This design comes from an exercise in tuning for small area and a short achievable clock period on the open sky130 flow, not from production work. RTL that was checked went through simulation tests only; none was proved equivalent to the original. Power is estimated from default activity; no workload was simulated.

Design awstm, start of the top module:
module awstm(
        pps,
        tevt,
        evt,
        rst_n,
        clk
    );
    input pps;
    input [31:0] tevt;
    output [31:0] evt;
    input rst_n;
    input clk;
    reg r_pps;
    reg r_pps_lock;
    reg [14:0] r_k;           
    reg [26:0] r_td;
    reg [16:0] r_awstm;
    reg [30:0] r_tmev_next;
    reg [17:0] r_set_tmev;    
    reg [10:0] r_tcor;
    reg [7:0]  r_tcor_max;    
    wire evt_pps = pps & ~r_pps;
    assign evt = {r_set_tmev[17], 14'd0, r_set_tmev[16:0]};
    wire        low_zero = ~|r_td[18:0];
    wire [6:0]  a = (r_td[25:19] ^ {7{r_td[26]}}) + {6'd0, r_td[26] & low_zero};
    wire [6:0]  t1;
    wire [6:0]  t2;
    assign t1[6] = a[6];
    assign t1[5:0] = a[6:1] | a[5:0];
    assign t2[6] = t1[6];
    assign t2[5:0] = t1[6:1] ^ t1[5:0];
    wire [7:0]  tcm_next = {~(t1[1] & t1[2]), t2[0], t2[1], t2[2], t2[3], t2[4], t2[5], t2[6]};
    wire tcor_ge = r_tcor[10:3] >= r_tcor_max;
    wire [10:0] tcor_next = tcor_ge ? 11'd0 : r_tcor + 11'd1;
  ...
clock: 6.0 ns
lec_check: 0
cap_margin: 20
core_margin: 2
core_utilization: 60
cts_buf_list: sky130_fd_sc_hd__clkbuf_8
place_density: 0.75
setup_slack_margin: 2.8
slew_margin: 20
standard.sh (not shown) runs the stock make flow with config.mk's settings and CLKGATE_MAP_FILE= SYNTH_SCRIPT=/design/flow/synth_recipe.tcl, a recipe that flattens the netlist after the stock synthesis.
==> flow/flow/run.sh <==
#!/bin/bash
# Standard ORFS layout; the only change is the cell used to buffer the ports.
set -euo pipefail
bash standard.sh finish "BUFFER_PORTS_ARGS=-buffer_cell sky130_fd_sc_hd__buf_1" > make_finish.log 2>&1
Next try:
--- a/flow/config.mk
+++ b/flow/config.mk
@@ -9,5 +9,5 @@
 export CORE_MARGIN = 2
-export CORE_UTILIZATION = 60
+export CORE_UTILIZATION = 40
 export CTS_BUF_LIST = sky130_fd_sc_hd__clkbuf_8
-export PLACE_DENSITY = 0.75
+export PLACE_DENSITY = 0.6
 export SETUP_SLACK_MARGIN = 2.8
=> Clock skew barely changes; cell count increases by 7.9%; setup slack got worse by 0.014 ns; total power fell by 3.6%; core utilization goes down by 22 points; area after synthesis is unchanged; flip-flop and latch count stays the same; combinational power stays flat; critical path depth stays the same.
Next try:
--- a/flow/config.mk
+++ b/flow/config.mk
@@ -9,6 +9,6 @@
 export CORE_MARGIN = 2
-export CORE_UTILIZATION = 40
+export CORE_UTILIZATION = 60
 export CTS_BUF_LIST = sky130_fd_sc_hd__clkbuf_8
-export PLACE_DENSITY = 0.6
-export SETUP_SLACK_MARGIN = 2.8
+export PLACE_DENSITY = 0.75
+export SETUP_SLACK_MARGIN = 2.85
 export SLEW_MARGIN = 20
- setup slack is better by 0.078 ns
- final area came out lower by 1.1%
- wire length is lower by 2.6%
- non-clock buffer count is lower by 3
- first-iteration DRC count came out higher by 21%
- cell count shrinks by 7.0%
- register-to-register slack gets better by 0.02 ns
- synthesized area does not change
- maximum frequency went up by 2.6%

---

## xenon
awstm, a different RTL version from the one above (not shown whole).
Size in the first run: roughly 1100 cells after synthesis, about 130 flip-flops, ~0.0096 sq mm of cells after synthesis.
## awstm
module awstm(
        pps,
        tevt,
        evt,
        rst_n,
        clk
    );
export LEC_CHECK = 0
export CAP_MARGIN = 20
export CORE_MARGIN = 2
export CORE_UTILIZATION = 60
export CTS_BUF_LIST = sky130_fd_sc_hd__clkbuf_8
export PLACE_DENSITY = 0.75
export SETUP_SLACK_MARGIN = 2.8
export SLEW_MARGIN = 20
create_clock -name core_clock -period 6.0 [get_ports {clk}]
Scripts as last shown in full above: flow/flow/run.sh
xenon: full flow OK, the timing, design-rule and antenna checks passed
diff inputs: xenon => garnet
Settings: PLACE_DENSITY now 0.6, was 0.75; CORE_UTILIZATION now 40, was 60; TNS_END_PERCENT now 5, previously not set.
Notes after the runs:
Both conditions hold for garnet: the flow ran to the end and the final layout passed the timing, design-rule and antenna checks.
Setup slack: garnet less than xenon
Ratio of final minimum period to clock period: xenon vs garnet — no meaningful difference
Cell area, xenon and garnet: larger value in garnet

---

the baseline:
Another version of the RTL of awstm (not shown whole).
Size: about 1,200 cells after synthesis, ~130 flip-flops, roughly 67 I/O pins, roughly 10,000 sq um of cells after synthesis.
Settings: LEC_CHECK=0, CAP_MARGIN=20, CORE_MARGIN=2, CORE_UTILIZATION=40, CTS_BUF_LIST=sky130_fd_sc_hd__clkbuf_8, PLACE_DENSITY=0.6, SETUP_SLACK_MARGIN=3.0, SLEW_MARGIN=20; clock period 6.0 ns.
Scripts as last shown in full above: flow/flow/run.sh
Having completed the whole flow, the baseline delivered a layout that passed the timing, design-rule and antenna checks.
The inputs of the candidate differ from those of the baseline as listed below.
- SETUP_SLACK_MARGIN now 2.8, was 3.0
Results
The candidate: number of gates given a new drive strength after cts lower than the baseline. Portion of total power attributed to combinational logic: higher on the baseline. | wire length of the first global-routing pass | the candidate vs the baseline | better |.

---

build 62:
Another version of the RTL of awstm (not shown whole).
Size: roughly 67 I/O pins, ~9600 µm² of cells after synthesis.
export LEC_CHECK = 0
export CAP_MARGIN = 20
export CORE_MARGIN = 2
export CORE_UTILIZATION = 60
export CTS_BUF_LIST = sky130_fd_sc_hd__clkbuf_8
export PLACE_DENSITY = 0.75
export SETUP_SLACK_MARGIN = 2.9
export SLEW_MARGIN = 20
create_clock -name core_clock -period 6.0 [get_ports {clk}]
Scripts as last shown in full above: flow/flow/run.sh
Changes in build 42 relative to build 62:
- SETUP_SLACK_MARGIN now 3.0, was 2.9
### Flow results
Build 42 went all the way through the flow, and no timing, DRC or antenna check failed. The slowest stage cell on the critical path comes out sky130_fd_sc_hd__dfrtp_1 in one run and sky130_fd_sc_hd__a221oi_4 in the other, namely in build 62 and build 42 respectively. Build 42 vs. build 62: sequential power was more or less identical, total routing usage reported by global routing went down by 0.46 points, worst setup slack went up by 0.074 ns. Measured against build 42, the via count of the first global-routing pass of build 62 comes out at 1.05 times the reference value. From build 62 to build 42 the numbers moved as follows: total internal power went down about 0.4%, data arrival time of the critical path fell by 0.09 ns. For final total power, build 62 and build 42 come out practically identical.
No functional check of the RTL was part of any run of this note.

---

== exp/zinc ==
Another version of the RTL of awstm (not shown whole).
For scale: roughly 1200 cells after synthesis, about 67 I/O pins, about 10000 um^2 of cells after synthesis.
Settings: LEC_CHECK=0, CAP_MARGIN=20, CORE_MARGIN=2, CORE_UTILIZATION=40, CTS_BUF_LIST=sky130_fd_sc_hd__clkbuf_8, PLACE_DENSITY=0.6, SETUP_SLACK_MARGIN=2.5, SLEW_MARGIN=20; clock period 6.0 ns.
run.sh (not shown) runs the stock make flow with config.mk's settings and CLKGATE_MAP_FILE= SYNTH_SCRIPT=/design/flow/synth_recipe.tcl, a recipe that flattens the netlist after the stock synthesis.
Stock flow here: none of the scripts above is used.
exp/zinc finished every stage and its layout cleared the timing, design-rule and antenna checks.
The inputs of exp/yarrow differ from those of exp/zinc as listed below.
- removing CTS_BUF_LIST (formerly sky130_fd_sc_hd__clkbuf_8)
- changing SETUP_SLACK_MARGIN from 2.5 to 3.0
Results
- exp/yarrow ends up with a wire length on met1 that is about 0.44% higher than in exp/zinc.
- The higher design area came out of exp/yarrow.
- Clock network power consumption: exp/yarrow vs exp/zinc up about 46%
- Looking at non-clock buffer total of the final layout, exp/yarrow sits above exp/zinc.
- [exp/yarrow vs exp/zinc] post-DP HPWL: lower in exp/yarrow
- Comparing exp/yarrow against exp/zinc, there is no change at all in gate count after technology mapping.
- Relative to exp/zinc, the worst slack after detailed placement of exp/yarrow is higher by 0.54 ns.
- exp/yarrow reports a higher final net count than exp/zinc does.
- Against exp/zinc, post-placement cell area in exp/yarrow rose slightly.
- Delta (exp/yarrow minus exp/zinc): clock power share increased 3.6 points, first-pass iteration count of the detailed router increased 2.
Input-level comparison between exp/raven and exp/yarrow:
- SETUP_SLACK_MARGIN changed from 3.0 to 2.5
### Flow results
exp/raven against exp/yarrow: peak fanout along the critical path went up, wire length went down. Compared with exp/yarrow, in exp/raven setup slack now sits lower; total combinational power now sits lower. When exp/raven is set beside exp/yarrow, its buffer share of cell area turns out to be 3.0 points smaller.
For exp/juniper, these inputs were changed with respect to exp/raven:
- CTS_BUF_LIST: unset -> sky130_fd_sc_hd__clkbuf_8
==> flow/flow/run.sh (new file) <==
#!/bin/bash
# Standard ORFS layout; the only change is the cell used to buffer the ports.
set -euo pipefail
bash standard.sh finish "BUFFER_PORTS_ARGS=-buffer_cell sky130_fd_sc_hd__buf_1" > make_finish.log 2>&1
==> flow/standard.sh (new file) <==
#!/bin/bash
# synth_recipe.tcl (not shown) runs the flow's synth.tcl, then flattens the netlist and writes it again
# the make line also repeats each setting of config.mk as NAME=value (left out here)
make -C /OpenROAD-flow-scripts/flow DESIGN_CONFIG=/design/flow/config.mk WORK_HOME=/design/flow/orfs CLKGATE_MAP_FILE= SYNTH_SCRIPT=/design/flow/synth_recipe.tcl "${@:-finish}"
removed: flow/run.sh
==> run summary <==
- Looking at total setup buffers inserted after CTS, exp/juniper sits 9 lower than exp/raven does.
- Summary of exp/juniper over exp/raven: post-layout minimum cycle time lower, worst endpoint data arrival time higher.
- Relative to exp/raven, the combinational power measured on exp/juniper has decreased by a few percent.
- The worst setup path endpoint comes out r_td[26]$_DFFE_PN0P_ in one run and r_tmev_next[21]$_DFFE_PN0P_ in the other, namely in exp/juniper and exp/raven respectively.
- Fmax | exp/juniper vs exp/raven | exp/juniper faster
For exp/pepper, these inputs were changed with respect to exp/juniper:
- clearing SETUP_SLACK_MARGIN, which used to be 2.5
- clearing CTS_BUF_LIST, which used to be sky130_fd_sc_hd__clkbuf_8
==> flow/run.sh (new file) <==
#!/bin/bash
# synth_recipe.tcl (not shown) runs the flow's synth.tcl, then flattens the netlist and writes it again
# the make line also repeats each setting of config.mk as NAME=value (left out here)
make -C /OpenROAD-flow-scripts/flow DESIGN_CONFIG=/design/flow/config.mk WORK_HOME=/design/flow/orfs CLKGATE_MAP_FILE= SYNTH_SCRIPT=/design/flow/synth_recipe.tcl finish
removed: flow/flow/run.sh
removed: flow/standard.sh
==> run summary <==
As far as clock skew is concerned, exp/juniper and exp/pepper perform about the same. Higher worst setup slack was reported by exp/juniper, not exp/pepper. Diff exp/pepper and exp/juniper: post-CTS resize count higher in exp/juniper. Max combinational fraction of design power across exp/pepper and exp/juniper: exp/juniper. Critical path depth for exp/pepper: 1 down relative to exp/juniper.
Relative to exp/pepper, the following input files were edited for exp/harbor:
- SETUP_SLACK_MARGIN newly set to 3.5
Results
- exp/harbor: done, clean on timing, DRC and antenna
- exp/harbor vs exp/pepper, most common cell after layout, fill and taps aside: buf_4 vs dfrtp_1
- Of exp/harbor and exp/pepper, exp/pepper shows the lower non-clock buffer count, with exp/harbor above it.
- exp/harbor: number of vias after detailed routing higher than exp/pepper
- First-iteration detailed-routing DRC count came out higher on exp/harbor than on exp/pepper.
- Relative to exp/pepper, exp/harbor improves minimum clock period after layout.
- Max worst path required time across exp/harbor and exp/pepper: exp/harbor
- Multi-input gate count of exp/harbor exceeds that of exp/pepper slightly.
- Min combinational power across exp/harbor and exp/pepper: exp/pepper
- Relative to exp/pepper, the maximum frequency of exp/harbor is higher by 110 MHz.
- Sort exp/harbor and exp/pepper by final period utilization asc -> top: exp/harbor
- Area growth from synthesis to layout was lower in exp/pepper than in exp/harbor.
- exp/pepper consumes less power than exp/harbor.

---

Another version of the RTL of awstm (not shown whole).
For scale: about 1200 cells after synthesis, about 67 I/O pins.
export LEC_CHECK = 0
export CAP_MARGIN = 20
export CORE_MARGIN = 2
export CORE_UTILIZATION = 60
export CTS_BUF_LIST = sky130_fd_sc_hd__clkbuf_8
export PLACE_DENSITY = 0.75
export SETUP_SLACK_MARGIN = 2.8
export SLEW_MARGIN = 20
create_clock -name core_clock -period 6.0 [get_ports {clk}]
standard.sh (not shown) runs the stock make flow with config.mk's settings and CLKGATE_MAP_FILE= SYNTH_SCRIPT=/design/flow/synth_recipe.tcl, a recipe that flattens the netlist after the stock synthesis.
==> flow/flow/run.sh <==
#!/bin/bash
# Standard ORFS layout; the only change is the cell used to buffer the ports.
set -euo pipefail
bash standard.sh finish "BUFFER_PORTS_ARGS=-buffer_cell sky130_fd_sc_hd__buf_1" > make_finish.log 2>&1
Rerun with:
- CORE_UTILIZATION: 60 -> 40
- PLACE_DENSITY: 0.75 -> 0.6
- SETUP_SLACK_MARGIN: 2.8 -> 2.5
Outcome: The new run ran to the end with no violations; cell area went up by 0.43%; total power went up by 2.3%; routed wire length went up by 2.3%; final cell count went up by 6.7%; count of clock-buffer cells in the layout went down by 1; via count went down by 2.1%; combinational power is about the same.

---

RTL: one of the versions met above, not the one the previous note started from.
Size: ~1100 cells after synthesis, ~130 flip-flops, ~67 I/O pins, ~0.0096 mm2 of cells after synthesis.
export LEC_CHECK = 0
export CAP_MARGIN = 20
export CORE_MARGIN = 2
export CORE_UTILIZATION = 60
export CTS_BUF_LIST = sky130_fd_sc_hd__clkbuf_8
export PLACE_DENSITY = 0.75
export SETUP_SLACK_MARGIN = 3.1
export SLEW_MARGIN = 20
create_clock -name core_clock -period 6.0 [get_ports {clk}]
Scripts as last shown in full above: flow/flow/run.sh
The baseline went through all stages and came out clean.
Rerun with:
--- a/flow/config.mk
+++ b/flow/config.mk
@@ -9,6 +9,6 @@
 export CORE_MARGIN = 2
-export CORE_UTILIZATION = 60
+export CORE_UTILIZATION = 50
 export CTS_BUF_LIST = sky130_fd_sc_hd__clkbuf_8
-export PLACE_DENSITY = 0.75
-export SETUP_SLACK_MARGIN = 3.1
+export PLACE_DENSITY = 0.7
+export SETUP_SLACK_MARGIN = 2.9
 export SLEW_MARGIN = 20
- The new run went through all stages and came out clean
- clock-buffer cell count shrinks by 2
- total power shrinks by 1.5%
- worst setup slack is worse by 0.12 ns
- final area shrinks by 2.3%
Rerun with:
--- a/flow/config.mk
+++ b/flow/config.mk
@@ -9,6 +9,6 @@
 export CORE_MARGIN = 2
-export CORE_UTILIZATION = 50
+export CORE_UTILIZATION = 60
 export CTS_BUF_LIST = sky130_fd_sc_hd__clkbuf_8
-export PLACE_DENSITY = 0.7
-export SETUP_SLACK_MARGIN = 2.9
+export PLACE_DENSITY = 0.75
+export SETUP_SLACK_MARGIN = 3.0
 export SLEW_MARGIN = 20
Effect: The new run completed without violations; global-route usage is higher by 4.0 points; hold slack gets worse by 0.0047 ns; non-clock buffer count rises by 9.
Rerun with:
--- a/flow/config.mk
+++ b/flow/config.mk
@@ -11,4 +11,4 @@
 export CTS_BUF_LIST = sky130_fd_sc_hd__clkbuf_8
-export PLACE_DENSITY = 0.75
-export SETUP_SLACK_MARGIN = 3.0
+export PLACE_DENSITY = 0.85
+export SETUP_SLACK_MARGIN = 2.9
 export SLEW_MARGIN = 20
Outcome: The new run passed the timing, design-rule and antenna checks; sequential share of layout area is higher by 0.65 points; core utilization falls by 1.5 points; total power fell by 2.7%.
Rerun with:
--- a/flow/config.mk
+++ b/flow/config.mk
@@ -11,4 +11,4 @@
 export CTS_BUF_LIST = sky130_fd_sc_hd__clkbuf_8
-export PLACE_DENSITY = 0.85
-export SETUP_SLACK_MARGIN = 2.9
+export PLACE_DENSITY = 0.75
+export SETUP_SLACK_MARGIN = 2.95
 export SLEW_MARGIN = 20
The new run finished with timing, DRC and antenna clean.
Non-clock buffer count rose by 4.
Wire length fell by 0.90%.
Area after synthesis does not change.
Count of clock-buffer cells in the layout fell by 1.
Final area rose by 1.1%.
Clock skew rose by 0.0042 ns.
Register-to-register slack gets better by 0.03 ns.
Sequential power hardly moves.
Maximum frequency rose by 1.7%.
Die area does not change.
Setup slack gets better by 0.049 ns.

---

== run A ==
awstm, a different RTL version from the one above (not shown whole).
Size: roughly 9500 µm² of cells after synthesis.
==> flow/config.mk <==
export PLATFORM = sky130hd
export DESIGN_NAME = awstm
export DESIGN_NICKNAME = awstm
export VERILOG_FILES = /design/flow/design.v
export SDC_FILE = /design/flow/constraint.sdc
export NUM_CORES = 4
export LEC_CHECK = 0
export CAP_MARGIN = 20
export CORE_MARGIN = 2
export CORE_UTILIZATION = 70
export CTS_BUF_LIST = sky130_fd_sc_hd__clkbuf_8
export PLACE_DENSITY = 0.8
export SETUP_SLACK_MARGIN = 2.9
export SLEW_MARGIN = 20
==> flow/constraint.sdc <==
create_clock -name core_clock -period 6.0 [get_ports {clk}]
set_input_delay 1.2000 -clock core_clock [delete_from_list [all_inputs] [get_ports {clk}]]
set_output_delay 1.2000 -clock core_clock [all_outputs]
set_load 0.01 [all_outputs]
Scripts as last shown in full above: flow/flow/run.sh
Looking at the reports, run A completed the entire flow and the layout it produced met the timing, design-rule and antenna checks.
Input-level comparison between run B and run A:
Settings: CORE_UTILIZATION now 60, was 70; PLACE_DENSITY now 0.75, was 0.8.
Number of clock buffers in the layout: run B vs run A down 1. Summary of run B over run A: hold slack about even; utilization fell 12 points; site row count rose 4; non-clock buffer count rose 7; tap cell count rose about 23%. Power ends up lower on run B. Looking only at maximum fanout count along the critical path, and setting everything else aside, the higher value of run B and run A goes to run A. A termination of the worst setup path of r_td[18] is what run A shows, while r_tmev_next[14] belongs to run B. Measured against each other, run B and run A differ in met3 wire length, the higher figure coming from run A.

==> separate check: timing with driven ports <==
Ports are ideal in the flow. The routed layouts listed here were re-timed in OpenROAD.
Step 1 assumes that a clkbuf_16 drives the clock port and a buf_2 every other input.
Step 2 times the ports against the registers' clock, not the clock port: input delays grow and output delays shrink by t, the midpoint of the rising clock arrivals with the driver on.
Slacks: ideal / step 1 / step 2; pairs: ideal / step 1.
run | t (ns) | setup WS [ns] | slew at the worst register clock pin (ns) | worst data-port slew with drivers (ns)
the first run of note 1 | 0.496 | 2.912 / 2.931 / 2.435 | 0.09 / 0.09 | 0.03
the second run of note 1 | 0.486 | 2.898 / 2.915 / 2.428 | 0.08 / 0.08 | 0.03
the third run of note 1 | 0.489 | 2.976 / 2.979 / 2.502 | 0.08 / 0.08 | 0.05
xenon | 0.491 | 2.847 / 2.847 / 2.410 | 0.08 / 0.08 | 0.03
garnet | 0.484 | 2.844 / 2.844 / 2.393 | 0.09 / 0.09 | 0.03
the baseline | 0.481 | 2.952 / 2.950 / 2.469 | 0.09 / 0.09 | 0.04
the candidate | 0.495 | 2.943 / 2.949 / 2.460 | 0.08 / 0.08 | 0.04
build 62 | 0.498 | 2.935 / 2.935 / 2.462 | 0.08 / 0.08 | 0.05
build 42 | 0.495 | 3.009 / 3.013 / 2.518 | 0.09 / 0.09 | 0.05
exp/zinc | 0.489 | 2.576 / 2.576 / 2.111 | 0.10 / 0.10 | 0.04
exp/yarrow | 0.469 | 2.843 / 2.843 / 2.544 | 0.07 / 0.07 | 0.05
exp/raven | 0.472 | 2.562 / 2.583 / 2.111 | 0.07 / 0.07 | 0.04
exp/juniper | 0.487 | 2.587 / 2.587 / 2.250 | 0.09 / 0.09 | 0.04
exp/pepper | 0.467 | 1.306 / 1.306 / 1.306 | 0.07 / 0.07 | 0.04
exp/harbor | 0.473 | 2.859 / 2.859 / 2.530 | 0.07 / 0.07 | 0.05
the first run of note 6 | 0.493 | 2.863 / 2.863 / 2.435 | 0.08 / 0.08 | 0.08
the second run of note 6 | 0.484 | 2.657 / 2.657 / 2.224 | 0.09 / 0.09 | 0.04
the first run of note 7 | 0.494 | 3.063 / 3.063 / 2.609 | 0.08 / 0.08 | 0.04
the second run of note 7 | 0.496 | 2.944 / 2.962 / 2.465 | 0.09 / 0.09 | 0.03
the third run of note 7 | 0.497 | 3.045 / 3.054 / 2.566 | 0.08 / 0.08 | 0.03
the fourth run of note 7 | 0.488 | 2.969 / 2.984 / 2.496 | 0.08 / 0.08 | 0.04
the fifth run of note 7 | 0.491 | 3.018 / 3.034 / 2.542 | 0.08 / 0.08 | 0.03
run A | 0.492 | 2.968 / 2.968 / 2.517 | 0.08 / 0.08 | 0.04
run B | 0.494 | 3.015 / 3.014 / 2.520 | 0.08 / 0.08 | 0.04
After both steps every run listed still meets setup and hold. The setup slack of run B, which loses most, moves by -0.001 ns with the drivers and by -0.495 ns with both steps.
